What follows belongs to an exercise in optimizing a design on an open flow for a short achievable clock period and few clock cycles; a production flow would make more cautious choices.
Where RTL was checked, it was by simulation tests only, not by an equivalence proof against the original.
Function not checked in runs 1 to 3: the RTL went through the layout flow alone.
Power figures rest on the tool's default switching activity, not on a simulated workload.

==> flow/design.v <==
`timescale 1ns / 1ps
module ALU_unit(
   input        op_add, op_sub, op_and, op_or, op_slt,
   input [31:0] operand_1, operand_2,
   output [31:0] out,
   output        eq
    );
   wire [31:0] sum  = operand_1 + operand_2;
   wire [31:0] diff = operand_1 - operand_2;
   wire        lt   = (operand_1[31] ^ operand_2[31]) ? operand_1[31] : diff[31];
   assign out = ({32{op_add}} & sum)
              | ({32{op_sub}} & diff)
              | ({32{op_and}} & (operand_1 & operand_2))
              | ({32{op_or}}  & (operand_1 | operand_2))
              | {31'b0, op_slt & lt};
   assign eq = (operand_1 == operand_2);
endmodule
`timescale 1ns / 1ps
module alu_control(input is_r, input [5:0] funct,
                   output op_add, op_sub, op_and, op_or, op_slt);
assign op_slt = is_r &  funct[3];
assign op_sub = is_r & ~funct[3] & ~funct[2] &  funct[1];
assign op_and = is_r & ~funct[3] &  funct[2] & ~funct[0];
assign op_or  = is_r & ~funct[3] &  funct[2] &  funct[0];
assign op_add = ~(op_slt | op_sub | op_and | op_or);
endmodule
`timescale 1ns / 1ps
module control_unit(
input [31:0] ins,
output is_r, is_addi, is_lw, is_sw, is_beq, is_j,
output beq_always,       
output [4:0] dst,        
output uses_rs,          
output uses_rt,          
output use_imm
);
wire [5:0] op = ins[31:26];
assign is_r    = (op == 6'd0);
assign is_addi = (op == 6'd8);
assign is_lw   = (op == 6'd35);
assign is_sw   = (op == 6'd43);
assign is_beq  = (op == 6'd4);
assign is_j    = (op == 6'd2);
assign beq_always = is_beq & (ins[25:21] == ins[20:16]);
assign dst = is_r ? ins[15:11] : (is_addi | is_lw) ? ins[20:16] : 5'd0;
assign uses_rs = is_r | is_addi | is_lw | is_sw | (is_beq & ~beq_always);
assign uses_rt = is_r | (is_beq & ~beq_always);
assign use_imm = is_addi | is_lw | is_sw;
endmodule
`timescale 1ns / 1ps
module registers(input [4:0] read_reg1,read_reg2,write_reg,input clk,input[31:0] write_data,output [31:0] read_data1,read_data2);
reg [31:0] mem [31:1];
assign read_data1 = (read_reg1==5'd0) ? 32'b0 : mem[read_reg1];
assign read_data2 = (read_reg2==5'd0) ? 32'b0 : mem[read_reg2];
always@(posedge clk)
begin
if(write_reg!=5'd0) mem[write_reg]<=write_data;
end
endmodule
`timescale 1ns / 1ps
module top(
input clk,rst,
output [31:0] imem_addr,
input  [31:0] imem_rdata,
output [31:0] dmem_addr,
output [31:0] dmem_wdata,
output        dmem_we,
input  [31:0] dmem_rdata
);
reg  [9:0] pc;
localparam NF = 8;
reg  [NF-1:0] fv;
reg  [9:0]    fkey [0:NF-1];
reg  [9:0]    ftgt [0:NF-1];
reg  [2:0]    fptr;
reg        x_valid;
reg [4:0]  x_rd;
reg        x_is_lw, x_is_sw, x_cbeq;
reg        x_add, x_sub, x_and, x_or, x_slt;
reg [31:0] x_a, x_b, x_sd;
reg        fa_ld, fa_m, fa_r, fb_ld, fb_m, fb_r, sd_ld, sd_m, sd_r;
reg [9:0]  x_tgt;
reg [31:0] mem_res, mem_sd;
reg [4:0]  mem_rd;
reg        mem_is_lw, mem_is_sw;
reg [31:0] ret_data;
reg [4:0]  ret_rd;
assign imem_addr = {20'b0, pc, 2'b00};
wire [31:0] fi = imem_rdata;
reg  [9:0] fold_tgt;
reg        fold_hit;
integer k;
always @* begin
  fold_hit = 1'b0;
  fold_tgt = 10'd0;
  for (k = 0; k < NF; k = k + 1)
    if (fv[k] && fkey[k] == pc) begin
      fold_hit = 1'b1;
      fold_tgt = fold_tgt | ftgt[k];
    end
end
wire f_is_r, f_is_addi, f_is_lw, f_is_sw, f_is_beq, f_is_j, f_beq_always;
wire [4:0] f_dst;
wire f_uses_rs, f_uses_rt, f_use_imm;
control_unit c(.ins(fi), .is_r(f_is_r), .is_addi(f_is_addi), .is_lw(f_is_lw),
  .is_sw(f_is_sw), .is_beq(f_is_beq), .is_j(f_is_j), .beq_always(f_beq_always),
  .dst(f_dst), .uses_rs(f_uses_rs), .uses_rt(f_uses_rt), .use_imm(f_use_imm));
wire f_add, f_sub, f_and, f_or, f_slt;
alu_control b(.is_r(f_is_r), .funct(fi[5:0]), .op_add(f_add), .op_sub(f_sub),
  .op_and(f_and), .op_or(f_or), .op_slt(f_slt));
wire [9:0] pc_inc = pc + 10'd1;
wire [9:0] f_btgt = pc_inc + fi[9:0];
wire       f_jump = f_is_j | f_beq_always;
wire [9:0] f_jtgt = f_is_j ? fi[9:0] : f_btgt;
wire [4:0] rs = fi[25:21];
wire [4:0] rt = fi[20:16];
wire [31:0] rf1, rf2;
wire [4:0]  w_rd   = mem_rd;
wire [31:0] w_data = mem_is_lw ? dmem_rdata : mem_res;
registers f(.read_reg1(rs), .read_reg2(rt), .write_reg(w_rd), .clk(clk),
  .write_data(w_data), .read_data1(rf1), .read_data2(rf2));
wire [31:0] f_imm = {{16{fi[15]}}, fi[15:0]};
wire stall = 1'b0;
wire m_a = (x_rd == rs) & (rs != 5'd0);
wire r_a = (mem_rd == rs) & (rs != 5'd0);
wire m_b = (x_rd == rt) & (rt != 5'd0);
wire r_b = (mem_rd == rt) & (rt != 5'd0);
wire [31:0] opa = fa_ld ? dmem_rdata : fa_m ? mem_res : fa_r ? ret_data : x_a;
wire [31:0] opb = fb_ld ? dmem_rdata : fb_m ? mem_res : fb_r ? ret_data : x_b;
wire [31:0] alu_out;
wire        alu_eq;
ALU_unit a(.op_add(x_add), .op_sub(x_sub), .op_and(x_and), .op_or(x_or),
  .op_slt(x_slt), .operand_1(opa), .operand_2(opb), .out(alu_out), .eq(alu_eq));
wire [31:0] sd = sd_ld ? dmem_rdata : sd_m ? mem_res : sd_r ? ret_data : x_sd;
wire redirect = x_cbeq & alu_eq;
assign dmem_addr  = mem_res;
assign dmem_wdata = mem_sd;
assign dmem_we    = mem_is_sw;
always @(posedge clk) begin
  if (rst)           pc <= 10'd0;
  else if (redirect) pc <= x_tgt;
  else if (stall)    pc <= pc;
  else if (f_jump)   pc <= f_jtgt;
  else if (fold_hit) pc <= fold_tgt;
  else               pc <= pc_inc;
  if (rst) begin
    fv <= {NF{1'b0}};
    fptr <= 3'd0;
  end else if (!stall && f_jump) begin
    fv[fptr] <= 1'b1;
    fkey[fptr] <= pc - 10'd1;
    ftgt[fptr] <= f_jtgt;
    fptr <= fptr + 3'd1;
  end
  if (rst | redirect | stall) begin
    x_valid <= 1'b0;
    x_rd <= 5'd0;
    x_is_lw <= 1'b0;
    x_is_sw <= 1'b0;
    x_cbeq <= 1'b0;
  end else begin
    x_valid <= 1'b1;
    x_rd <= f_dst;
    x_is_lw <= f_is_lw;
    x_is_sw <= f_is_sw;
    x_cbeq <= f_is_beq & ~f_beq_always;
  end
  x_add <= f_add; x_sub <= f_sub; x_and <= f_and; x_or <= f_or; x_slt <= f_slt;
  x_a  <= rf1;
  x_b  <= f_use_imm ? f_imm : rf2;
  x_sd <= rf2;
  x_tgt <= f_btgt;
  fa_ld <= m_a & x_is_lw;
  fa_m <= m_a & ~x_is_lw;
  fa_r <= ~m_a & r_a;
  fb_ld <= ~f_use_imm & m_b & x_is_lw;
  fb_m <= ~f_use_imm & m_b & ~x_is_lw;
  fb_r <= ~f_use_imm & ~m_b & r_b;
  sd_ld <= m_b & x_is_lw;
  sd_m  <= m_b & ~x_is_lw;
  sd_r  <= ~m_b & r_b;
  mem_res <= alu_out;
  mem_sd  <= sd;
  if (rst | ~x_valid) begin
    mem_rd <= 5'd0;
    mem_is_lw <= 1'b0;
    mem_is_sw <= 1'b0;
  end else begin
    mem_rd <= x_rd;
    mem_is_lw <= x_is_lw;
    mem_is_sw <= x_is_sw;
  end
  ret_data <= w_data;
  ret_rd   <= rst ? 5'd0 : w_rd;
end
endmodule
==> flow/run.sh <==
#!/bin/bash
# synth_recipe.tcl (not shown) runs the flow's synth.tcl, then flattens the netlist and writes it again
# the make line also repeats each setting of config.mk as NAME=value (left out here)
make -C /OpenROAD-flow-scripts/flow DESIGN_CONFIG=/design/flow/config.mk WORK_HOME=/design/flow/orfs CLKGATE_MAP_FILE= SYNTH_SCRIPT=/design/flow/synth_recipe.tcl finish
==> flow/config.mk <==
export PLATFORM = sky130hd
export DESIGN_NAME = top
export DESIGN_NICKNAME = top
export VERILOG_FILES = /design/flow/design.v
export SDC_FILE = /design/flow/constraint.sdc
export NUM_CORES = 4
export LEC_CHECK = 0
export CAP_MARGIN = 20
export CORE_MARGIN = 2
export CORE_UTILIZATION = 40
export SETUP_SLACK_MARGIN = 5
export SLEW_MARGIN = 20
==> flow/constraint.sdc <==
create_clock -name core_clock -period 10.0 [get_ports {clk}]
set_input_delay 2.0000 -clock core_clock [delete_from_list [all_inputs] [get_ports {clk}]]
set_output_delay 2.0000 -clock core_clock [all_outputs]
set_load 0.01 [all_outputs]
==> results of run 1 <==
-- final timing paths --
path	end	slack (ns)
worst max-delay path	mem_res[31]	4.89
worst min-delay path	pc[9]	0.46
worst max register to register	mem_res[31]	4.95
worst min register to register	pc[9]	0.46
-- timing repair --
item                       4_1_cts  5_1_grt
buffers inserted                10        6
setup endpoints to repair       55       98
resized for setup               62       68
hold buffers                     0        0
pin swaps                        9       10
-- cells in the mapped netlist (27+ instances only) --
cell type     n
inv_1       128
a22oi_1      29
o31a_1       66
a21oi_1     246
xor2_1       36
clkbuf_1    243
nor2_1      237
ha_1        111
mux4_2      416
nand3_1      30
mux2_2       90
a211oi_1    106
buf_2        35
o22ai_1      70
nand4_1      27
mux2i_1     292
nand2_1     176
xnor2_1     126
buf_1        72
o221ai_1     75
o21ai_0     191
nor3_1       34
edfxtp_1   1152
nor3b_1      35
nor2b_1     139
dfxtp_1     253
-- cell families after synthesis --
group | count (synthesis) | synth area share
flip-flops | 1405 | 0.5830
AND/OR/NAND/NOR | 789 | 0.05767
buffers and inverters | 504 | 0.02989
multiplexers | 798 | 0.1956
other | 1 | 0.00005513
AO/OA/AOI/OAI | 944 | 0.09128
XOR/XNOR | 162 | 0.02086
adder cells (fa/ha/maj) | 115 | 0.02160
-- sequential cells by signal, indices dropped and copies added, names as in the netlist, 3 cells and up --
| name | count |
|---|---|
| mem_rd | 5 |
| fkey | 80 |
| x_tgt | 10 |
| fptr | 3 |
| x_sd | 32 |
| f.mem | 992 |
| x_b | 32 |
| mem_sd | 32 |
| mem_res | 32 |
| pc | 10 |
| ftgt | 80 |
| x_a | 32 |
| ret_data | 32 |
| x_rd | 5 |
| fv | 8 |
-- power groups by stage --
stage | combinational (W) | clock [W] | sequential [W]
final | 0.00286 | 0.00538 | 0.00740
after CTS | 0.00278 | 0.00546 | 0.00739
after global placement | 0.00269 | 0 | 0.00751
after floorplan | 0.00164 | 0 | 0.00746
after detailed placement | 0.00272 | 0 | 0.00752
after global routing | 0.00307 | 0.00569 | 0.00742
-- critical path, cell delays in order --
cell and delay [ns]:
clkdlybuf4s15_1 0.21, nand2_1 0.09, o31a_1 0.24, ha_4 0.26, or3_4 0.39, a2111o_1 0.43
a31oi_4 0.25, nor2_4 0.07, or4b_4 0.56, a21oi_4 0.16, or3_4 0.15, a31oi_2 0.09
o21bai_2 0.21, fa_1 0.43, a21oi_2 0.12, o21ai_1 0.07
-- area by class of cell --
type                    count  area share
well taps                2218     0.03597
clock buffers             192     0.05219
diodes                      8   0.0002595
flip-flops and latches   1405      0.5142
repair buffers            255     0.03042
inverters                 130    0.006325
multi-input cells        2830      0.3519
clock inverters            77    0.008709
-- layer usage --
layer | vias to the layer above | wire length [microns] | global-route usage
li1 | 18640 | - | -
met1 | 22460 | 86280 | 0.3298
met2 | 2066 | 99500 | 0.3854
met3 | 361 | 18230 | 0.04603
met4 | 0 | 6499 | 0.07544
met5 | - | 0 | 0
-- metrics by stage --
step                      utilization  power, W  area (sq um)  hold slack, ns  setup slack, ns
after floorplan                     -  0.009097         68160          0.4057            4.619
after global placement         0.4251   0.01020         71890          0.4444            3.120
after detailed placement       0.4251   0.01024         71890          0.4559            3.182
after CTS                      0.4546   0.01564         76880          0.4657            4.732
after global routing           0.4561   0.01618         77130          0.5011            4.823
final                          0.4563   0.01564         77150          0.4649            4.890
==> flow_metrics.tcl, run 1 <==
set metrics [dict create \
    status "complete, no violations" \
    grt_pass1_wl_microns 303900 \
    via_count 43530 \
    synthArstFlopShare 0 \
    synth-seq-cells 1405 \
    placed_cells 6822 \
    ant_nets 0 \
    netlist_area_sq_um 68020 \
    avgViaCountPerCell 6.117 \
    synth_cells 4718 \
    post-dp-hpwl_microns 125200 \
    hp-class "register to register" \
    avgSynthCellArea_sq_um 14.42 \
    placement_rows 151 \
    pwr_density_cell_nw_per_um2 202.8 \
    slew_violations 0 \
    core_sq_um 169100 \
    die_x_microns 416.4 \
    post-route-min-period_ns 5.110 \
    cap_violations 0 \
    cp-start-kind "input pin" \
    areaGrowthSynthToFinish_pct 13.43 \
    synth-seq-area-share 0.5830 \
    ctsRootBufferMaster "clkbuf_16" \
    drt-total-wl_microns 210500 \
    cts_sinks 1405 \
    grt_max_degree 112 \
    power.internal_w 0.01119 \
    cts_buffer_depth 3 \
    fmax_ghz 0.1957 \
    path_clk_slew_ns 0.06 \
    swShare 0.2848 \
    rsz0062_at_grt "true" \
    n_fill_cell 14640 \
    io_pins 163 \
    relSlewSlack 0.2384 \
    regArea_sq_um 39670 \
    netlist_top_cells_area "edfxtp_1 51%, mux4_2 14%, dfxtp_1 7.4%" \
    stdcell_count 7115 \
    clock_skew_ns 0.04222 \
    cp-end-kind "register" \
    setup_viol 0 \
    required_ns 10.63 \
    place_congestion 0.9296 \
    min_from "x_tgt[9]" \
    synth-edff-count 1152 \
    seq_power_share 0.473 \
    yosys_warnings 2 \
    hold_depth 2 \
    die_y_microns 416.4 \
    ys_types 78 \
    setup.worst_path.class "input pin to register" \
    hold_viol 0 \
    p_comb_frac 0.183 \
    routedWlPerCell_microns 29.59 \
    remaining_drc_errors 0 \
    start_util 0.4023 \
    multiInputGateArea_sq_um 27150 \
    synth-main-ff-cell "edfxtp_1" \
    die_area_sq_um 173400 \
    antenna_found_initial 11 \
    finalSetupTns_ns 0 \
    cp_max_fo 7 \
    worstReg2RegStart "fb_r" \
    synth_top_area_cell "edfxtp_1" \
    reg2reg_depth 17 \
    first_pass_iters 6 \
    overflow 0 \
    io_buffers 140 \
    clkPwrFrac 0.344 \
    switchingPower_w 0.004455 \
    cts_made_buffers 149 \
    track_usage 0.2401 \
    final_common_cell "edfxtp_1" \
    first_global_vias 42960 \
    power.leakage_nw 25.61 \
    final_cell_mix "1,152 x edfxtp_1, 416 x mux4_2, 292 x mux2i_1" \
    startpoint "dmem_rdata[8]" \
    crit_arrival_ns 5.74 \
    htreeDepth 4 \
    drive_gt1_frac 0.1994 \
    drt_first_iter_violations 5230 \
    fin_crit_sh 0.5110 \
    synth_top_cell_area_share 0.5086 \
    nets 4952 \
    insertion_delay_ns 0.81 \
    tightest_slew_ns 1.142 \
    cts_tree "built" \
    ir_worst_vdd_mv 0.1895 \
]
==> run 2, diff against run 1 <==
==> flow/flow/run.sh (new file) <==
#!/bin/bash
set -euo pipefail
MARGIN=$(cat flow/margin.txt)
bash standard.sh SETUP_SLACK_MARGIN="$MARGIN" finish > standard_flow.log 2>&1
==> flow/flow/margin.txt (new file) <==
6.5
==> flow/standard.sh (new file) <==
#!/bin/bash
# synth_recipe.tcl (not shown) runs the flow's synth.tcl, then flattens the netlist and writes it again
# the make line also repeats each setting of config.mk as NAME=value (left out here)
make -C /OpenROAD-flow-scripts/flow DESIGN_CONFIG=/design/flow/config.mk WORK_HOME=/design/flow/orfs CLKGATE_MAP_FILE= SYNTH_SCRIPT=/design/flow/synth_recipe.tcl "${@:-finish}"
--- a/flow/config.mk
+++ b/flow/config.mk
@@ -8,5 +8,4 @@
 export CAP_MARGIN = 20
 export CORE_MARGIN = 2
 export CORE_UTILIZATION = 40
-export SETUP_SLACK_MARGIN = 5
 export SLEW_MARGIN = 20
removed: flow/run.sh
==> flow_metrics.tcl, run 2 <==
set metrics [dict create \
    areaGrowthSynthToFinish_pct 20.36 \
    rrSetupSlack_ns 5.01 \
    cp-start-kind "input pin" \
    required_ns 10.67 \
    clock_skew_ns 0.04212 \
    start_util 0.4023 \
    via_count 45010 \
    fmax_ghz 0.1974 \
    antenna_found_initial 12 \
    nets 5127 \
    cp-end-kind "register" \
    hp-class "register to register" \
    drive_gt1_frac 0.2971 \
    synth-edff-count 1152 \
    pwr_density_cell_nw_per_um2 200.3 \
    power.internal_w 0.01170 \
    utilization 0.4842 \
    insertion_delay_ns 0.83 \
    fin_crit_sh 0.5066 \
    relSlewSlack 0.3352 \
    cts_sinks 1405 \
    netlist_top_cells_area "edfxtp_1 51%, mux4_2 14%, dfxtp_1 7.4%" \
    place_congestion 0.9039 \
    first_pass_iters 8 \
    htreeDepth 4 \
    largest_reg_flops 992 \
    die_area_sq_um 173400 \
    cp_max_fo 4 \
    drt_first_iter_violations 5304 \
    post-synth-top-count-cell "edfxtp_1" \
    die_x_microns 416.4 \
    crit_top_cell "a31oi_4" \
    ant_nets 0 \
    holdPathEnd "pc[7]" \
    setup.worst_path.class "input pin to register" \
    final_cell_mix "1,152 x edfxtp_1, 416 x mux4_2, 278 x mux2i_1" \
    switchingPower_w 0.004696 \
    io_pins 163 \
    synth-seq-area-share 0.5830 \
    regMostFlops "f.mem" \
    ctsRootBufferMaster "clkbuf_16" \
    rsz0062_at_grt "true" \
    finalSetupTns_ns 0 \
    synth_commonest_cells "1,152 x edfxtp_1, 416 x mux4_2, 292 x mux2i_1" \
    status "complete, no violations" \
    io_buffers 140 \
    overflow 0 \
    first_global_vias 43780 \
    hold_viol 0 \
    final_common_cell "edfxtp_1" \
    cts_buffer_depth 3 \
    synth-main-ff-cell "edfxtp_1" \
    hold_buffers 0 \
    clkPwrFrac 0.346 \
    grt_pass1_wl_microns 316200 \
    path_clk_slew_ns 0.06 \
    post-dp-hpwl_microns 125900 \
    synth_cells 4718 \
    reg_top3 "f.mem x992, fkey x80, ftgt x80" \
    swShare 0.2864 \
    power.leakage_nw 27.73 \
    slowest_delay_ns 0.54 \
    post-route-min-period_ns 5.066 \
    tightest_slew_ns 0.9900 \
    setup_viol 0 \
    seq_power_share 0.452 \
    reg2reg_depth 17 \
    drt-total-wl_microns 223900 \
    path_cells "buf_8 > nand2_4 > o31a_1 > ha_4 > or4_4 > a2111o_1 > a31oi_4 > nor2_4 > or4b_4 > a21oi_4 > or3_4 > a31oi_4 > o21bai_4 > fa_1 > a21oi_2 > o21ai_1" \
    multiInputGateArea_sq_um 28840 \
    synth_top_cell_area_share 0.5086 \
    ys_types 78 \
    n_fill_cell 14250 \
    regArea_sq_um 39780 \
    cap_violations 0 \
    synthArstFlopShare 0 \
    placement_rows 151 \
    cts_tree "built" \
    remaining_drc_errors 0 \
    core_sq_um 169100 \
    reg2reg_to "mem_res[31]" \
    hold_depth 2 \
    cp_slowest_cell "or4_4" \
    yosys_warnings 2 \
    slew_violations 0 \
    grt_max_degree 68 \
    whs_ns 0.4466 \
    worstReg2RegStart "fa_r" \
    p_comb_frac 0.201 \
    crit_arrival_ns 5.73 \
    routedWlPerCell_microns 30.70 \
    track_usage 0.2525 \
    cts_made_buffers 148 \
    synth_top_area_cell "edfxtp_1" \
    avgSynthCellArea_sq_um 14.42 \
    synth-seq-cells 1405 \
    avgViaCountPerCell 6.172 \
    die_y_microns 416.4 \
    netlist_area_sq_um 68020 \
    ir_worst_vdd_mv 0.1816 \
    min_from "x_tgt[7]" \
]
## run 2: cell counts after synthesis
No cell type changed its count.
## run 2: cell families after synthesis
family	after synthesis	synth area share
adder cells (fa/ha/maj)	115	0.02160
buffers and inverters	504	0.02989
other	1	0.00005513
XOR/XNOR	162	0.02086
multiplexers	798	0.1956
AND/OR/NAND/NOR	789	0.05767
AO/OA/AOI/OAI	944	0.09128
flip-flops	1405	0.5830
## run 2: worst max-delay path by stage
stage | startpoint | end | slack (ns) | cells past startpoint
3_5_place_dp | dmem_rdata[12] | mem_res[31] | 3.09 | 16
4_1_cts | dmem_rdata[12] | mem_res[31] | 4.97 | 16
6_report | dmem_rdata[12] | mem_res[31] | 4.93 | 16
3_3_place_gp | dmem_rdata[12] | mem_res[31] | 2.99 | 16
5_1_grt | dmem_rdata[12] | mem_res[31] | 4.90 | 16
2_1_floorplan | dmem_rdata[12] | mem_res[31] | 4.62 | 15
## run 2: through the flow
stage	area (sq um)	setup WS, ns	power [W]	std cells
floorplan	69970	4.620	0.009215	4739
global placement	72680	2.991	0.01028	6827
detailed placement	72700	3.090	0.01031	6828
CTS	80510	4.975	0.01624	7225
global route	81860	4.904	0.01694	7287
finish	81870	4.934	0.01640	7292
## run 2: critical path: cells and delay by family
family / cells / cell delay (ns)
compound gates: 8 / 1.57
fa+ha+maj: 2 / 0.70
buf+inv: 1 / 0.11
simple gates: 5 / 1.34
## run 2: timing repair
action	in CTS	in global routing
setup endpoints to repair	481	283
gates cloned	27	12
resized for setup	616	177
pin swaps	83	61
buffers inserted	97	49
## run 2: power groups by stage
stage | logic [W] | clock network, W | registers, W
2_1_floorplan | 0.00176 | 0 | 0.00746
5_1_grt | 0.00351 | 0.00598 | 0.00744
3_3_place_gp | 0.00277 | 0 | 0.00751
6_report | 0.00330 | 0.00568 | 0.00742
3_5_place_dp | 0.00279 | 0 | 0.00751
4_1_cts | 0.00308 | 0.00575 | 0.00741
## run 2: cell type report
type | instances | area share
well taps | 2218 | 0.03390
inverters | 130 | 0.006128
diodes | 5 | 0.0001528
flip-flops and latches | 1405 | 0.4859
clock buffers | 180 | 0.04774
repair buffers | 424 | 0.06098
clock inverters | 93 | 0.01293
multi-input cells | 2837 | 0.3522
## run 2: per-layer routing
metal	GRT usage	vias to the layer above	wire length [microns]
met5	0	-	27
met4	0.09005	4	7993
met3	0.04956	428	19830
met2	0.4020	2243	105000
met1	0.3449	23300	91060
li1	-	19030	-
==> run 3, diff against run 2 <==
--- a/flow/design.v
+++ b/flow/design.v
@@ -1,12 +1,32 @@
 `timescale 1ns / 1ps
+module ks_add32(input [31:0] a, input [31:0] b, input cin, output [31:0] s);
+wire [31:0] p0 = a ^ b;
+wire [31:0] g0 = (a & b) | {31'b0, p0[0] & cin};
+wire [31:0] g1, p1, g2, p2, g3, p3, g4, p4, g5, p5;
+genvar i;
+generate for (i = 0; i < 32; i = i + 1) begin : pre
+  if (i >= 1)  begin assign g1[i] = g0[i] | (p0[i] & g0[i-1]);  assign p1[i] = p0[i] & p0[i-1]; end
+  else         begin assign g1[i] = g0[i];                       assign p1[i] = p0[i]; end
+  if (i >= 2)  begin assign g2[i] = g1[i] | (p1[i] & g1[i-2]);  assign p2[i] = p1[i] & p1[i-2]; end
+  else         begin assign g2[i] = g1[i];                       assign p2[i] = p1[i]; end
+  if (i >= 4)  begin assign g3[i] = g2[i] | (p2[i] & g2[i-4]);  assign p3[i] = p2[i] & p2[i-4]; end
+  else         begin assign g3[i] = g2[i];                       assign p3[i] = p2[i]; end
+  if (i >= 8)  begin assign g4[i] = g3[i] | (p3[i] & g3[i-8]);  assign p4[i] = p3[i] & p3[i-8]; end
+  else         begin assign g4[i] = g3[i];                       assign p4[i] = p3[i]; end
+  if (i >= 16) begin assign g5[i] = g4[i] | (p4[i] & g4[i-16]); assign p5[i] = p4[i] & p4[i-16]; end
+  else         begin assign g5[i] = g4[i];                       assign p5[i] = p4[i]; end
+end endgenerate
+assign s = p0 ^ {g5[30:0], cin};
+endmodule
 module ALU_unit(
    input        op_add, op_sub, op_and, op_or, op_slt,
    input [31:0] operand_1, operand_2,
    output [31:0] out,
    output        eq
     );
-   wire [31:0] sum  = operand_1 + operand_2;
-   wire [31:0] diff = operand_1 - operand_2;
+   wire [31:0] sum, diff;
+   ks_add32 add_s(.a(operand_1), .b(operand_2),  .cin(1'b0), .s(sum));
+   ks_add32 add_d(.a(operand_1), .b(~operand_2), .cin(1'b1), .s(diff));
    wire        lt   = (operand_1[31] ^ operand_2[31]) ? operand_1[31] : diff[31];
    assign out = ({32{op_add}} & sum)
               | ({32{op_sub}} & diff)
@@ -78,7 +98,7 @@
 reg        x_is_lw, x_is_sw, x_cbeq;
 reg        x_add, x_sub, x_and, x_or, x_slt;
 reg [31:0] x_a, x_b, x_sd;
-reg        fa_ld, fa_m, fa_r, fb_ld, fb_m, fb_r, sd_ld, sd_m, sd_r;
+reg        fa_m, fa_r, fb_m, fb_r, sd_ld, sd_m, sd_r;
 reg [9:0]  x_tgt;
 reg [31:0] mem_res, mem_sd;
 reg [4:0]  mem_rd;
@@ -120,13 +140,14 @@
 registers f(.read_reg1(rs), .read_reg2(rt), .write_reg(w_rd), .clk(clk),
   .write_data(w_data), .read_data1(rf1), .read_data2(rf2));
 wire [31:0] f_imm = {{16{fi[15]}}, fi[15:0]};
-wire stall = 1'b0;
+wire stall = x_valid & x_is_lw & (x_rd != 5'd0) &
+             ((f_uses_rs & x_rd == rs) | (f_uses_rt & x_rd == rt));
 wire m_a = (x_rd == rs) & (rs != 5'd0);
 wire r_a = (mem_rd == rs) & (rs != 5'd0);
 wire m_b = (x_rd == rt) & (rt != 5'd0);
 wire r_b = (mem_rd == rt) & (rt != 5'd0);
-wire [31:0] opa = fa_ld ? dmem_rdata : fa_m ? mem_res : fa_r ? ret_data : x_a;
-wire [31:0] opb = fb_ld ? dmem_rdata : fb_m ? mem_res : fb_r ? ret_data : x_b;
+wire [31:0] opa = fa_m ? mem_res : fa_r ? ret_data : x_a;
+wire [31:0] opb = fb_m ? mem_res : fb_r ? ret_data : x_b;
 wire [31:0] alu_out;
 wire        alu_eq;
 ALU_unit a(.op_add(x_add), .op_sub(x_sub), .op_and(x_and), .op_or(x_or),
@@ -170,11 +191,9 @@
   x_b  <= f_use_imm ? f_imm : rf2;
   x_sd <= rf2;
   x_tgt <= f_btgt;
-  fa_ld <= m_a & x_is_lw;
-  fa_m <= m_a & ~x_is_lw;
+  fa_m <= m_a;
   fa_r <= ~m_a & r_a;
-  fb_ld <= ~f_use_imm & m_b & x_is_lw;
-  fb_m <= ~f_use_imm & m_b & ~x_is_lw;
+  fb_m <= ~f_use_imm & m_b;
   fb_r <= ~f_use_imm & ~m_b & r_b;
   sd_ld <= m_b & x_is_lw;
   sd_m  <= m_b & ~x_is_lw;
==> flow/run.sh (new file) <==
#!/bin/bash
# synth_recipe.tcl (not shown) runs the flow's synth.tcl, then flattens the netlist and writes it again
# the make line also repeats each setting of config.mk as NAME=value (left out here)
make -C /OpenROAD-flow-scripts/flow DESIGN_CONFIG=/design/flow/config.mk WORK_HOME=/design/flow/orfs CLKGATE_MAP_FILE= SYNTH_SCRIPT=/design/flow/synth_recipe.tcl finish
--- a/flow/config.mk
+++ b/flow/config.mk
@@ -8,4 +8,5 @@
 export CAP_MARGIN = 20
 export CORE_MARGIN = 2
 export CORE_UTILIZATION = 40
+export SETUP_SLACK_MARGIN = 5
 export SLEW_MARGIN = 20
removed: flow/flow/run.sh
removed: flow/flow/margin.txt
removed: flow/standard.sh
==> flow_metrics.tcl, run 3 <==
set metrics [dict create \
    netlist_area_sq_um 67070 \
    ys_types 78 \
    cap_violations 0 \
    avgViaCountPerCell 6.199 \
    slew_violations 0 \
    crit_top_cell "buf_4" \
    grt_max_degree 144 \
    rsz0062_at_grt "false" \
    post-dp-hpwl_microns 128100 \
    yosys.area_share.simple 0.04606 \
    power.leakage_nw 25.41 \
    track_usage 0.2434 \
    power_w 0.01577 \
    pwr_density_cell_nw_per_um2 206.9 \
    first_pass_iters 6 \
    grt_pass1_wl_microns 300800 \
    ant_nets 0 \
    io_buffers 140 \
    core_sq_um 166800 \
    nets 4827 \
    post-synth-top-count-cell "edfxtp_1" \
    cts_buffer_depth 3 \
    final_cell_mix "1,152 x edfxtp_1, 416 x mux4_2, 357 x mux2i_1" \
    cts_sinks 1403 \
    fin_crit_sh 0.5020 \
    synth_top_family_by_area "multiplexers" \
    routedWlPerCell_microns 30.12 \
    drive_gt1_frac 0.1987 \
    cp_max_fo 42 \
    setup.worst_path.class "input pin to register" \
    finalSetupTns_ns 0 \
    hold_buffers 0 \
    yosys_warnings 2 \
    io_pins 163 \
    synth_cells 4568 \
    die_y_microns 413.5 \
    cts_tree "built" \
    ctsRootBufferMaster "clkbuf_16" \
    fin_area_sq_um 76220 \
    drt_first_iter_violations 4955 \
    path_clk_slew_ns 0.06 \
    synth_compound_area_frac 0.08791 \
    drt-total-wl_microns 210100 \
    post-place-ws_ns 3.776 \
    regMostFlops "f.mem" \
    synth_mux_area_frac 0.2079 \
    relSlewSlack 0.2472 \
    setup_viol 0 \
    start_util 0.4020 \
    cp_slowest_cell "or2_4" \
    largest_reg_flops 992 \
    die_area_sq_um 171000 \
    remaining_drc_errors 0 \
    avgSynthCellArea_sq_um 14.68 \
    htreeDepth 4 \
    dpl_cell_area_sq_um 71070 \
    first_global_vias 42120 \
    crit_arrival_ns 5.70 \
    netlist_top_cells_area "edfxtp_1 52%, mux4_2 14%, dfxtp_1 7.5%" \
    post-route-min-period_ns 5.020 \
    areaGrowthSynthToFinish_pct 13.64 \
    status "complete, no violations" \
    antenna_found_initial 12 \
    place_congestion 0.8814 \
    hold_viol 0 \
    required_ns 10.68 \
    via_count 43240 \
    whs_ns 0.4296 \
    hp-class "register to register" \
    slowest_delay_ns 0.73 \
    synth_top_cell_area_share 0.5158 \
    synth-seq-cells 1403 \
    setup_slack_ns 4.980 \
    final_common_cell "edfxtp_1" \
    path_cells "buf_2 > buf_4 > or2_4 > buf_4 > o221ai_1 > o22ai_1 > a211oi_1 > a21oi_1 > nor2_1 > mux2_2" \
    synth_xor_area_frac 0.01750 \
    clock_skew_ns 0.04255 \
    die_x_microns 413.5 \
    cp-start-kind "input pin" \
    tightest_slew_ns 1.129 \
    synth_top_area_cell "edfxtp_1" \
    cts_made_buffers 148 \
    synthArstFlopShare 0 \
    overflow 0 \
    insertion_delay_ns 0.82 \
    cp-end-kind "register" \
    synth_commonest_cells "1,152 x edfxtp_1, 416 x mux4_2, 357 x mux2i_1" \
    reg_top3 "f.mem x992, fkey x80, ftgt x80" \
    placement_rows 150 \
    synthAdderAreaFrac 0.02172 \
    synth-main-ff-cell "edfxtp_1" \
    synth-edff-count 1152 \
    synth-seq-area-share 0.5907 \
    fmax_ghz 0.1992 \
    ir_worst_vdd_mv 0.1757 \
]
[run 3: changes by cell type in the layout (fill, tap and decap cells not counted), moves of 40 or more]
cell	delta
ha_1	+40
clkdlybuf4s50_1	+114
o31a_1	-63
nor2_1	+86
o221ai_1	+42
a21oi_1	+46
o21a_1	+66
mux2i_1	+79
o21ai_1	-55
buf_4	-70
dfxtp_1	+42
nor2b_1	-121
[run 3: worst paths after layout]
check / cells after the start / from / endpoint / slack, ns
setup / recovery: 10 / imem_rdata[18] / x_b[5] / 4.98
hold / removal: 1 / x_tgt[4] / pc[4] / 0.43
setup reg to reg: 12 / fa_r / mem_res[31] / 5.10
hold reg to reg: 1 / x_tgt[4] / pc[4] / 0.43
[run 3: cell families (layout without fill, tap and decap cells)]
| family | after synthesis | after routing |
|---|---|---|
| flip-flops | 1403 | 1403 |
| AND/OR/NAND/NOR | 697 | 697 |
| other | 1 | 23 |
| buffers and inverters | 461 | 643 |
| XOR/XNOR | 134 | 134 |
| AO/OA/AOI/OAI | 896 | 896 |
| adder cells (fa/ha/maj) | 114 | 114 |
| multiplexers | 862 | 862 |
[run 3: report_power, final]
group	total [W]	switching [W]	internal (W)
Sequential	0.00745	0.000272	0.00718
Combinational	0.00267	0.00178	0.000894
Clock	0.00564	0.00242	0.00322
[run 3: area by class of cell]
cell class | count | area (sq um)
Multi-Input combinational cell | 2725 | 26040
Inverter | 108 | 405.4
Antenna cell | 1 | 2.502
Fill cell | 14510 | 90630
Clock buffer | 200 | 4043
Sequential cell | 1403 | 39630
Tap cell | 2204 | 2758
Timing Repair Buffer | 261 | 2385
Clock inverter | 74 | 957.2
[run 3: routing by layer]
| layer | GRT usage | up-vias | wire length, microns |
|---|---|---|---|
| li1 | - | 18200 | - |
| met1 | 0.3442 | 22470 | 86530 |
| met2 | 0.3806 | 2224 | 97080 |
| met3 | 0.04371 | 349 | 19820 |
| met4 | 0.07843 | 0 | 6668 |
| met5 | 0 | - | 0 |
[run 3: worst max-delay path, delay by kind of cell]
family / cells / cell delay, ns
compound gates: 4 / 1.21
mux: 1 / 0.29
buf+inv: 3 / 1.17
simple gates: 2 / 0.84
[run 3: per-stage QoR]
step / util / instances
after floorplan: - / 4589
after global placement: 0.4260 / 6693
after detailed placement: 0.4260 / 6693
after CTS: 0.4562 / 6967
after global routing: 0.4568 / 6975
final: 0.4568 / 6976
[run 3: timing repair]
action,in CTS,in global routing
setup endpoints to repair,64,34
pin swaps,0,2
gates resized for setup,9,6
buffers inserted,0,8
==> run 4, diff against run 3 <==
--- a/flow/design.v
+++ b/flow/design.v
@@ -98,13 +98,13 @@
 reg        x_is_lw, x_is_sw, x_cbeq;
 reg        x_add, x_sub, x_and, x_or, x_slt;
 reg [31:0] x_a, x_b, x_sd;
-reg        fa_m, fa_r, fb_m, fb_r, sd_ld, sd_m, sd_r;
+reg        fa_m, fb_m, sd_ld, sd_m;
 reg [9:0]  x_tgt;
 reg [31:0] mem_res, mem_sd;
 reg [4:0]  mem_rd;
 reg        mem_is_lw, mem_is_sw;
-reg [31:0] ret_data;
-reg [4:0]  ret_rd;
+reg        fw_en;
+reg [9:0]  fw_key, fw_tgt;
 assign imem_addr = {20'b0, pc, 2'b00};
 wire [31:0] fi = imem_rdata;
 reg  [9:0] fold_tgt;
@@ -146,13 +146,13 @@
 wire r_a = (mem_rd == rs) & (rs != 5'd0);
 wire m_b = (x_rd == rt) & (rt != 5'd0);
 wire r_b = (mem_rd == rt) & (rt != 5'd0);
-wire [31:0] opa = fa_m ? mem_res : fa_r ? ret_data : x_a;
-wire [31:0] opb = fb_m ? mem_res : fb_r ? ret_data : x_b;
+wire [31:0] opa = fa_m ? mem_res : x_a;
+wire [31:0] opb = fb_m ? mem_res : x_b;
 wire [31:0] alu_out;
 wire        alu_eq;
 ALU_unit a(.op_add(x_add), .op_sub(x_sub), .op_and(x_and), .op_or(x_or),
   .op_slt(x_slt), .operand_1(opa), .operand_2(opb), .out(alu_out), .eq(alu_eq));
-wire [31:0] sd = sd_ld ? dmem_rdata : sd_m ? mem_res : sd_r ? ret_data : x_sd;
+wire [31:0] sd = sd_ld ? dmem_rdata : sd_m ? mem_res : x_sd;
 wire redirect = x_cbeq & alu_eq;
 assign dmem_addr  = mem_res;
 assign dmem_wdata = mem_sd;
@@ -167,12 +167,15 @@
   if (rst) begin
     fv <= {NF{1'b0}};
     fptr <= 3'd0;
-  end else if (!stall && f_jump) begin
+  end else if (fw_en) begin
     fv[fptr] <= 1'b1;
-    fkey[fptr] <= pc - 10'd1;
-    ftgt[fptr] <= f_jtgt;
+    fkey[fptr] <= fw_key;
+    ftgt[fptr] <= fw_tgt;
     fptr <= fptr + 3'd1;
   end
+  fw_en  <= ~rst & ~stall & f_jump;
+  fw_key <= pc - 10'd1;
+  fw_tgt <= f_jtgt;
   if (rst | redirect | stall) begin
     x_valid <= 1'b0;
     x_rd <= 5'd0;
@@ -187,17 +190,14 @@
     x_cbeq <= f_is_beq & ~f_beq_always;
   end
   x_add <= f_add; x_sub <= f_sub; x_and <= f_and; x_or <= f_or; x_slt <= f_slt;
-  x_a  <= rf1;
-  x_b  <= f_use_imm ? f_imm : rf2;
-  x_sd <= rf2;
+  x_a  <= r_a ? w_data : rf1;
+  x_b  <= f_use_imm ? f_imm : r_b ? w_data : rf2;
+  x_sd <= r_b ? w_data : rf2;
   x_tgt <= f_btgt;
   fa_m <= m_a;
-  fa_r <= ~m_a & r_a;
   fb_m <= ~f_use_imm & m_b;
-  fb_r <= ~f_use_imm & ~m_b & r_b;
   sd_ld <= m_b & x_is_lw;
   sd_m  <= m_b & ~x_is_lw;
-  sd_r  <= ~m_b & r_b;
   mem_res <= alu_out;
   mem_sd  <= sd;
   if (rst | ~x_valid) begin
@@ -209,7 +209,5 @@
     mem_is_lw <= x_is_lw;
     mem_is_sw <= x_is_sw;
   end
-  ret_data <= w_data;
-  ret_rd   <= rst ? 5'd0 : w_rd;
 end
 endmodule
==> flow/flow/run.sh (new file) <==
#!/bin/bash
set -euo pipefail
MARGIN=$(cat flow/margin.txt)
bash standard.sh SETUP_SLACK_MARGIN="$MARGIN" finish > standard_flow.log 2>&1
==> flow/flow/margin.txt (new file) <==
6.8
==> flow/standard.sh (new file) <==
#!/bin/bash
# synth_recipe.tcl (not shown) runs the flow's synth.tcl, then flattens the netlist and writes it again
# the make line also repeats each setting of config.mk as NAME=value (left out here)
make -C /OpenROAD-flow-scripts/flow DESIGN_CONFIG=/design/flow/config.mk WORK_HOME=/design/flow/orfs CLKGATE_MAP_FILE= SYNTH_SCRIPT=/design/flow/synth_recipe.tcl "${@:-finish}"
--- a/flow/config.mk
+++ b/flow/config.mk
@@ -8,5 +8,4 @@
 export CAP_MARGIN = 20
 export CORE_MARGIN = 2
 export CORE_UTILIZATION = 40
-export SETUP_SLACK_MARGIN = 5
 export SLEW_MARGIN = 20
removed: flow/run.sh
==> flow_metrics.tcl, run 4 <==
set metrics [dict create \
    status "complete, no violations" \
    drt_first_iter_violations 6583 \
    synth_commonest_cells "1,152 x edfxtp_1, 510 x mux4_2, 279 x mux2i_1" \
    slew_violations 0 \
    ant_nets 0 \
    reg2reg_depth 14 \
    yosys_warnings 2 \
    first_global_vias 42040 \
    insertion_delay_ns 0.82 \
    htreeDepth 4 \
    ir_worst_vdd_mv 0.1712 \
    first_pass_iters 6 \
    routedWlPerCell_microns 35.00 \
    drive_gt1_frac 0.3994 \
    setup.worst_path.class "input pin to register" \
    grt_pass1_wl_microns 328900 \
    synth-main-ff-cell "edfxtp_1" \
    final_common_cell "edfxtp_1" \
    relSlewSlack 0.3004 \
    hold_buffers 0 \
    placement_rows 149 \
    die_area_sq_um 168900 \
    ctsRootBufferMaster "clkbuf_16" \
    synthArstFlopShare 0 \
    hold_viol 0 \
    cap_violations 0 \
    place_congestion 0.9211 \
    whs_ns 0.4443 \
    antenna_found_initial 4 \
    cts_made_buffers 146 \
    cts_buffer_depth 3 \
    post-dp-hpwl_microns 124700 \
    finalSetupTns_ns 0 \
    post-synth-top-count-cell "edfxtp_1" \
    synth_top_area_cell "edfxtp_1" \
    tightest_slew_ns 1.047 \
    core_sq_um 164800 \
    reg_top3 "f.mem x992, fkey x80, ftgt x80" \
    avgViaCountPerCell 6.391 \
    clock_skew_ns 0.03376 \
    netlist_area_sq_um 66260 \
    fin_crit_sh 0.3638 \
    synth_cells 4198 \
    cp_max_fo 8 \
    path_clk_slew_ns 0.06 \
    synth-edff-count 1152 \
    via_count 44930 \
    final_cell_mix "1,152 x edfxtp_1, 510 x mux4_2, 317 x buf_4" \
    worstReg2RegStart "fa_m" \
    startpoint "imem_rdata[16]" \
    crit_arrival_ns 4.33 \
    io_buffers 140 \
    cts_tree "built" \
    setup_viol 0 \
    die_x_microns 411.0 \
    required_ns 10.70 \
    rsz0062_at_grt "true" \
    cp-start-kind "input pin" \
    pwr_density_cell_nw_per_um2 200.6 \
    post-place-ws_ns 4.229 \
    largest_reg_flops 992 \
    avgSynthCellArea_sq_um 15.78 \
    start_util 0.4021 \
    endpoint "x_b[2]" \
    regMostFlops "f.mem" \
    drt-total-wl_microns 246000 \
    post-route-min-period_ns 3.638 \
    remaining_drc_errors 0 \
    rrSetupSlack_ns 6.52 \
    nets 4895 \
    grt_max_degree 63 \
    fmax_ghz 0.2749 \
    cp-end-kind "register" \
    synth_top_cell_area_share 0.5221 \
    io_pins 163 \
    cts_sinks 1389 \
    areaGrowthSynthToFinish_pct 27.96 \
    die_y_microns 411.0 \
    track_usage 0.2780 \
    hp-class "register to register" \
    synth-seq-area-share 0.5937 \
    ys_types 85 \
    setup_slack_ns 6.362 \
    netlist_top_cells_area "edfxtp_1 52%, mux4_2 17%, dfxtp_1 7.2%" \
    overflow 0 \
    power.leakage_nw 28.60 \
    reg2reg_to "mem_res[31]" \
    synth-seq-cells 1389 \
]
## run 4: changes by cell type in the layout (fill, tap and decap cells not counted), sizes merged, moves of 65 or more
| cell | before | now |
|---|---|---|
| a21oi | 268 | 196 |
| buf | 131 | 560 |
| clkdlybuf4s50 | 130 | 40 |
| mux2i | 357 | 279 |
| mux4 | 416 | 510 |
| nor2 | 312 | 166 |
| o21a | 75 | 10 |
## run 4: timing repair
action | 4_1_cts | 5_1_grt
setup buffers | 157 | 162
cloned | 82 | 28
endpoints found under the setup margin | 638 | 643
gates resized for setup | 887 | 378
pin swaps | 43 | 114
## run 4: power breakdown
part,leakage [nW],switching [W],total [W],internal (W)
Sequential,12.3,0.000274,0.00740,0.00713
Clock,2.44,0.00242,0.00571,0.00328
Combinational,13.8,0.00236,0.00390,0.00154
## run 4: worst min path at each step
stage | cells past startpoint | slack, ns | end | from
after floorplan | 1 | 0.41 | mem_is_sw | x_is_sw
after global placement | 1 | 0.42 | mem_is_sw | x_is_sw
after detailed placement | 1 | 0.42 | mem_is_sw | x_is_sw
after CTS | 1 | 0.44 | mem_is_sw | x_is_sw
after global routing | 1 | 0.48 | mem_is_sw | x_is_sw
final | 1 | 0.44 | mem_is_sw | x_is_sw
## run 4: routing by layer
layer,up-vias,wire [microns],global-route usage,share of wire
met2,3050,113200,0.4375,0.46
met4,8,13900,0.1235,0.056
met5,-,54,0,0.00022
met3,663,29290,0.06247,0.12
li1,17910,-,-,-
met1,23300,89630,0.3700,0.36
## run 4: through the flow
step / utilization / total power (W) / cell area, sq um / std cells
final: 0.5145 / 0.01701 / 84790 / 7030
after global routing: 0.5145 / 0.01745 / 84790 / 7029
after CTS: 0.4924 / 0.01646 / 81150 / 6839
after global placement: 0.4280 / 0.01012 / 70540 / 6327
after floorplan: - / 0.009030 / 67530 / 4219
after detailed placement: 0.4281 / 0.01016 / 70550 / 6327
## run 4: critical path, stage by stage
cell and delay [ns]:
buf_16 0.13, buf_16 0.17, buf_12 0.12, buf_16 0.14, mux4_2 0.52, mux4_2 0.52, mux2i_4 0.29, o22ai_2 0.13
mux2_4 0.28
## run 4: logic make-up after synthesis
group                    share of synthesized area
other                                   0.00005659
adder cells (fa/ha/maj)                    0.02198
flip-flops                                  0.5937
XOR/XNOR                                   0.02102
buffers and inverters                      0.03100
AO/OA/AOI/OAI                              0.06554
AND/OR/NAND/NOR                            0.03869
multiplexers                                0.2281
## run 4: layout make-up
| cell class | instances | area, sq um |
|---|---|---|
| antenna | 1 | 2.502 |
| clock buffer | 200 | 4151 |
| clock inverter | 73 | 894.6 |
| fill | 13210 | 80010 |
| inverter | 139 | 608.1 |
| multi-input combinational | 2365 | 28310 |
| sequential | 1389 | 39510 |
| tap | 2189 | 2739 |
| timing repair buffer | 655 | 8447 |
| timing repair inverter | 19 | 135.1 |
Testbench counts of run 4, summed over its fixed seeds: cycles 42,626.
==> run 5, diff against run 4 <==
==> flow/flow/margin.txt (replaced) <==
7.5
==> flow_metrics.tcl, run 5 <==
set metrics [dict create \
    io_pins 163 \
    synth-seq-cells 1389 \
    post-synth-top-count-cell "edfxtp_1" \
    netlist_area_sq_um 66260 \
    path_buf_inv 4 \
    nets 4959 \
    overflow 0 \
    cp-start-kind "input pin" \
    synth_cells 4198 \
    antenna_found_initial 6 \
    synth-edff-count 1152 \
    synth-seq-area-share 0.5937 \
    largest_reg_flops 992 \
    status "complete, no violations" \
    cp_max_fo 8 \
    cts_sinks 1389 \
    placement_rows 149 \
    ir_worst_vdd_mv 0.2015 \
    cap_violations 0 \
    cts_tree "built" \
    ctsRootBufferMaster "clkbuf_16" \
    grtUsageMet2 0.4376 \
    cp_slowest_cell "mux4_2" \
    synth-main-ff-cell "edfxtp_1" \
    drt_first_iter_violations 6425 \
    top_usage_layer "met2" \
    die_y_microns 411.0 \
    seq_power_share 0.427 \
    via_count 45430 \
    place_congestion 0.9089 \
    grtUsageMet1 0.3872 \
    post-dp-hpwl_microns 126200 \
    grt_max_degree 50 \
    cts_buffer_depth 3 \
    pwr_density_cell_nw_per_um2 197.0 \
    post-route-min-period_ns 3.558 \
    first_global_vias 43500 \
    grt_pass1_wl_microns 338700 \
    netlist_top_cells_area "edfxtp_1 52%, mux4_2 17%, dfxtp_1 7.2%" \
    finalSetupTns_ns 0 \
    cts_made_buffers 148 \
    path_clk_slew_ns 0.06 \
    yosys_warnings 2 \
    synthArstFlopShare 0 \
    io_buffers 140 \
    htreeDepth 4 \
    slew_violations 0 \
    synth_top_cell_area_share 0.5221 \
    remaining_drc_errors 0 \
    die_area_sq_um 168900 \
    hp-class "register to register" \
    power.leakage_nw 29.81 \
    grt_use_met3 0.07573 \
    rsz0062_at_grt "true" \
    ys_types 85 \
    areaGrowthSynthToFinish_pct 31.81 \
    drt-total-wl_microns 248000 \
    synth_top_area_cell "edfxtp_1" \
    regArea_sq_um 39530 \
    clkPwrFrac 0.326 \
    clock_skew_ns 0.02873 \
    crit_arrival_ns 4.26 \
    avgSynthCellArea_sq_um 15.78 \
    relSlewSlack 0.3412 \
    regMostFlops "f.mem" \
    path_cells "buf_16 > buf_4 > buf_8 > buf_16 > mux4_2 > mux4_2 > mux2i_4 > o22ai_2 > mux2_2" \
    setup_viol 0 \
    synth_commonest_cells "1,152 x edfxtp_1, 510 x mux4_2, 279 x mux2i_1" \
    core_sq_um 164800 \
    swShare 0.2967 \
    power.internal_w 0.01210 \
    n_fill_cell 12880 \
    avgViaCountPerCell 6.403 \
    insertion_delay_ns 0.83 \
    fin_crit_sh 0.3558 \
    die_x_microns 411.0 \
    cpLargestDelayFamily "multiplexers" \
    switchingPower_w 0.005105 \
    multiInputGateArea_sq_um 29200 \
    final_common_cell "edfxtp_1" \
    cp-end-kind "register" \
    reg_top3 "f.mem x992, fkey x80, ftgt x80" \
    drive_gt1_frac 0.4321 \
    whs_ns 0.4654 \
    start_util 0.4021 \
    required_ns 10.70 \
    track_usage 0.2868 \
    ant_nets 0 \
    p_comb_frac 0.247 \
    setup.worst_path.class "input pin to register" \
    final_cell_mix "1,152 x edfxtp_1, 510 x mux4_2, 293 x buf_4" \
    tightest_slew_ns 0.9882 \
    first_pass_iters 9 \
    routedWlPerCell_microns 34.96 \
    fmax_ghz 0.2810 \
    hold_buffers 0 \
    hold_viol 0 \
    slowest_delay_ns 0.52 \
]
## run 5: what timing repair did
item	4_1_cts	5_1_grt
buffers inserted	287	105
hold endpoints to repair	0	0
pin swaps	135	125
setup endpoints to repair	1624	847
cloned	100	14
resized for setup	1160	273
## run 5: per-stage QoR
| stage | instances | instance area [sq um] | worst slack (ns) | total power, W | utilization |
|---|---|---|---|---|---|
| 6_report | 7095 | 87340 | 6.442 | 0.01721 | 0.5300 |
| 5_1_grt | 7095 | 87340 | 6.441 | 0.01770 | 0.5300 |
| 4_1_cts | 6974 | 84750 | 6.536 | 0.01681 | 0.5142 |
| 3_5_place_dp | 6312 | 71280 | 4.469 | 0.01033 | 0.4325 |
| 3_3_place_gp | 6312 | 71280 | 4.470 | 0.01028 | 0.4325 |
| 2_1_floorplan | 4219 | 68580 | 6.086 | 0.009246 | - |
## run 5: worst paths after layout
kind | from | cells after the start | slack, ns | endpoint
worst max-delay path | imem_rdata[16] | 9 | 6.44 | x_b[14]
worst min-delay path | x_tgt[0] | 2 | 0.47 | pc[0]
worst max register to register | fa_m | 14 | 6.52 | mem_res[31]
worst min register to register | x_tgt[0] | 2 | 0.47 | pc[0]
## run 5: cell type report
type                            instances  area share
Clock buffer                          185     0.04623
Tap cell                             2189     0.03136
Clock inverter                         90     0.01031
Inverter                              139    0.007549
Sequential cell                      1389      0.4526
Timing Repair Buffer                  738      0.1176
Antenna cell                            2  0.00005730
Multi-Input combinational cell       2363      0.3343
## run 5: power groups by stage
| stage | clock (W) | combinational, W | sequential, W |
|---|---|---|---|
| 3_5_place_dp | 0 | 0.00281 | 0.00752 |
| 5_1_grt | 0.00588 | 0.00446 | 0.00735 |
| 2_1_floorplan | 0 | 0.00186 | 0.00738 |
| 4_1_cts | 0.00565 | 0.00384 | 0.00732 |
| 6_report | 0.00561 | 0.00425 | 0.00734 |
| 3_3_place_gp | 0 | 0.00277 | 0.00752 |
## run 5: cell families after synthesis
kind of cell | count (synthesis) | synth area share
adder cells (fa/ha/maj) | 114 | 0.02198
other | 1 | 0.00005659
AO/OA/AOI/OAI | 666 | 0.06554
multiplexers | 863 | 0.2281
XOR/XNOR | 159 | 0.02102
flip-flops | 1389 | 0.5937
AND/OR/NAND/NOR | 536 | 0.03869
buffers and inverters | 470 | 0.03100
## run 5: routing by layer
layer | up-vias | routed length, microns
met5 | - | 41
met4 | 6 | 12890
met3 | 645 | 31080
met2 | 3150 | 111600
met1 | 23590 | 92470
li1 | 18040 | -
## run 5: tightest hold or removal path: cells and delay by family, from the launching register on
kind            cells  cell delay [ns]
compound gates      1             0.06
simple gates        1             0.07
flops               1             0.29

static timing again, ports no longer ideal:
In the flow no input, the clock included, has a driving cell. The finished layouts below were timed again as built, in two steps. Step 1 sets driving cells, clkbuf_16 on the clock port and buf_2 on the other inputs (assumed; they add their load-dependent delay and slew). Step 2 adds t to the input delays and takes it off the output delays; t is the mean of the earliest and latest rising clock arrival at the registers after step 1. Input paths then give back, and output paths get back, about the clock's delay inside the block. a / b / c = ideal / step 1 / step 2; a / b = the first two.
run	t (ns)	slack for setup (ns)	slew at the worst register clock pin (ns)	worst data-port slew with drivers (ns)	pins driven straight from the clock port
run 1	0.865	4.890 / 4.936 / 4.071	0.07 / 0.07	0.12	1
run 2	0.883	4.934 / 4.967 / 4.083	0.07 / 0.07	0.23	1
run 3	0.885	4.980 / 5.041 / 4.156	0.07 / 0.07	0.12	1
run 4	0.889	6.362 / 6.022 / 5.133	0.07 / 0.07	0.58	1
run 5	0.895	6.442 / 5.973 / 5.078	0.07 / 0.07	0.65	1
After both steps every run listed still meets setup and hold. The setup slack of run 5, which loses most, moves by -0.469 ns with the drivers and by -1.364 ns with both steps.
